Context: an optimization exercise on an open-source flow, tuned for small area and a short achievable clock period. The choices shown serve that exercise and are no tape-out recipe.
RTL that was checked went through simulation tests only; none was proved equivalent to the original.

// PWM_duty_cycle
module PWM_duty_cycle (
    input clk,
    input rst,
    input pwm_in,
    output reg [7:0] duty_cycle
);
    reg [20:0] a;                        
    reg [15:0] t;                        
    reg        p;                        
    reg        first;                    
    wire        fe = p & ~pwm_in;
    wire        a_top = (a == 21'd1638375);  
    wire [20:0] a_inc = a_top ? 21'd0 : a + 21'd25;
    wire [22:0] n = {a, 2'b00};        
    reg [8:0] pr2;
    reg [12:0] pr3;
    reg [15:0] pr4;
    reg qr7;
    wire [15:0] T1 = t + 16'd3;
    wire [16:0] tz1;               
    assign tz1[16] = 1'b1;
    genvar g1;
    generate for (g1 = 0; g1 < 16; g1 = g1 + 1) begin : g_tz1
        assign tz1[g1] = tz1[g1+1] & ~T1[g1];
    end endgenerate
    wire [15:0] T2 = t + 16'd2;
    wire [16:0] tz2;               
    assign tz2[16] = 1'b1;
    genvar g2;
    generate for (g2 = 0; g2 < 16; g2 = g2 + 1) begin : g_tz2
        assign tz2[g2] = tz2[g2+1] & ~T2[g2];
    end endgenerate
    wire [15:0] T3 = t + 16'd1;
    wire [16:0] tz3;               
    assign tz3[16] = 1'b1;
    genvar g3;
    generate for (g3 = 0; g3 < 16; g3 = g3 + 1) begin : g_tz3
  ...
Size in the first run: ~86 flip-flops, about 11 I/O pins, about 14,000 sq um of cells after synthesis.
clock: 110.0 ns
lec_check: 0
cap_margin: 20
core_margin: 2
core_utilization: 40
slew_margin: 20
run.sh (not shown) runs the stock make flow with config.mk's settings and CLKGATE_MAP_FILE= SYNTH_SCRIPT=/design/flow/synth_recipe.tcl, a recipe that flattens the netlist after the stock synthesis.
The first run ran to the end with no violations.
Edit:
--- a/flow/design.v
+++ b/flow/design.v
@@ -951,30 +951,32 @@
     wire s4ge0 = ~s4b0[17];
     wire [15:0] s4r0 = s4ge0 ? s4d0[15:0] : s4v0[15:0];
     wire [7:0] q = {qr7, s4ge6, s4ge5, s4ge4, s4ge3, s4ge2, s4ge1, s4ge0};
     always @(posedge clk) begin
         pr2 <= s1r14;
         pr3 <= s2r10;
         pr4 <= s3r7;
         qr7 <= s3ge7;
     end
-    always @(posedge clk or posedge rst) begin
-        if (rst) begin
+    always @(posedge clk) begin
+        if (fe) begin
             a <= 21'd25;
             t <= 16'd0;
+        end else begin
+            t <= T3;
+            if (pwm_in) a <= a_inc;
+        end
+    end
+    always @(posedge clk or posedge rst) begin
+        if (rst) begin
             p <= 1'b0;
             first <= 1'b1;
             duty_cycle <= 8'd0;
         end else begin
             if (fe) begin
                 if (!first && !tz4[0]) duty_cycle <= q;
                 first <= 1'b0;
-                a <= 21'd25;
-                t <= 16'd0;
-            end else begin
-                t <= T3;
-                if (pwm_in) a <= a_inc;
             end
             p <= pwm_in;
         end
     end
 endmodule
Result:
- clock skew drops by 0.0068 ns
- non-clock buffer count climbs by 2
- setup slack gains 0.059 ns
- final area drops by a few percent

--- another note on this design; it stands on its own ---

Setup of P:
## PWM_duty_cycle
module PWM_duty_cycle (
    input clk,
    input rst,
    input pwm_in,
    output reg [7:0] duty_cycle
);
For scale: ~11 I/O pins.
clock: 110.0 ns
lec_check: 0
cap_margin: 20
core_margin: 2
core_utilization: 40
cts_buf_list: sky130_fd_sc_hd__clkbuf_4 sky130_fd_sc_hd__clkbuf_8
gpl_timing_driven: 0
slew_margin: 20
run.sh (not shown) runs the stock make flow with config.mk's settings and CLKGATE_MAP_FILE= SYNTH_SCRIPT=/design/flow/synth_recipe.tcl, a recipe that flattens the netlist after the stock synthesis.
--- input diff P..Q ---
Settings: clearing GPL_TIMING_DRIVEN, which used to be 0.
Results
- All of Q and P finish clean.
- Lower share of layout cells above drive strength 1 goes to P over Q.
- Cell area: Q better than P
- From P to Q the numbers moved as follows: share of the clock period used by the worst path after layout held steady; final critical path time including I/O delays and setup grew by 46 ps; basic-gate share of the synthesized area counting and, or, nand and nor cells held steady.
- Of Q and P, the higher data arrival time of the critical path belongs to Q.

PWM_duty_cycle, a different RTL version from the one above (not shown whole).
For scale: roughly 1500 cells after synthesis, about 86 flip-flops, about 11 I/O pins, roughly 0.014 sq mm of cells after synthesis.
export LEC_CHECK = 0
export CAP_MARGIN = 20
export CORE_MARGIN = 2
export CORE_UTILIZATION = 40
export SLEW_MARGIN = 20
export SYNTH_HIERARCHICAL = 1
create_clock -name core_clock -period 110.0 [get_ports {clk}]
==> next run, changes <==
Settings changed: CTS_BUF_LIST set to sky130_fd_sc_hd__clkbuf_4 sky130_fd_sc_hd__clkbuf_8, SLEW_MARGIN 20 to 60.
Flip-flop and latch count does not change.
Count of clock-buffer cells in the layout goes down by 1.
Worst setup slack gets better by 380 ps.
Final cell count stays flat.
Wire length is about the same.
No functional check of the RTL was part of any run of this note.

== before ==
PWM_duty_cycle with an RTL version that a note above also has.
Size: about 86 flip-flops, ~11 I/O pins, roughly 14000 sq um of cells after synthesis.
==> flow/design.v (excerpt) <==
module PWM_duty_cycle (
    input clk,
    input rst,
    input pwm_in,
    output reg [7:0] duty_cycle
);
export LEC_CHECK = 0
export CAP_MARGIN = 20
export CORE_MARGIN = 2
export CORE_UTILIZATION = 40
export CTS_BUF_LIST = sky130_fd_sc_hd__clkbuf_8
export SLEW_MARGIN = 20
create_clock -name core_clock -period 110.0 [get_ports {clk}]
Edits applied to the flow inputs when going from before to after:
- CTS_BUF_LIST removed (was sky130_fd_sc_hd__clkbuf_8)
- SLEW_MARGIN changed from 20 to 60
- Higher final routed wire length divided by cell count goes to after over before.
- Number of cells traversed by the worst register-to-register path shrinks by a little under 10% when moving from before to after.
- Between after and before, the number of fillers in the final layout is higher for before.
- after vs before — core utilization of the finished layout rose 1.0 points.
- Wire length for after is higher than for before.
- | pre-CTS setup slack | higher: before |

-- afterwards: timing with drivers on the ports --
The results above use ideal ports. As a check the final layouts listed here were re-extracted and re-timed, cells and wires unchanged.
Step 1, drivers: a clkbuf_16 drives clk and a buf_2 each remaining input, both assumed.
Step 2 adds t to the input delays and takes it off the output delays; t is the mean of the earliest and latest rising clock arrival at the registers after step 1. Input paths then give back, and output paths get back, about the clock's delay inside the block.
Slacks: ideal / step 1 / step 2; pairs: ideal / step 1.
run	t, ns	setup WS [ns]	worst slew at a driven data input, ns
the first run of note 1	0.409	86.110 / 86.141 / 85.732	0.03
the second run of note 1	0.402	86.169 / 86.197 / 85.795	0.03
P	0.428	86.249 / 86.275 / 85.847	0.03
Q	0.429	86.203 / 86.228 / 85.799	0.03
the first run of note 3	0.402	86.326 / 86.354 / 85.952	0.03
the second run of note 3	0.424	86.708 / 86.665 / 86.758	0.03
before	0.429	86.203 / 86.228 / 85.799	0.03
after	0.399	86.113 / 86.140 / 85.742	0.03
After both steps every run listed still meets setup and hold.
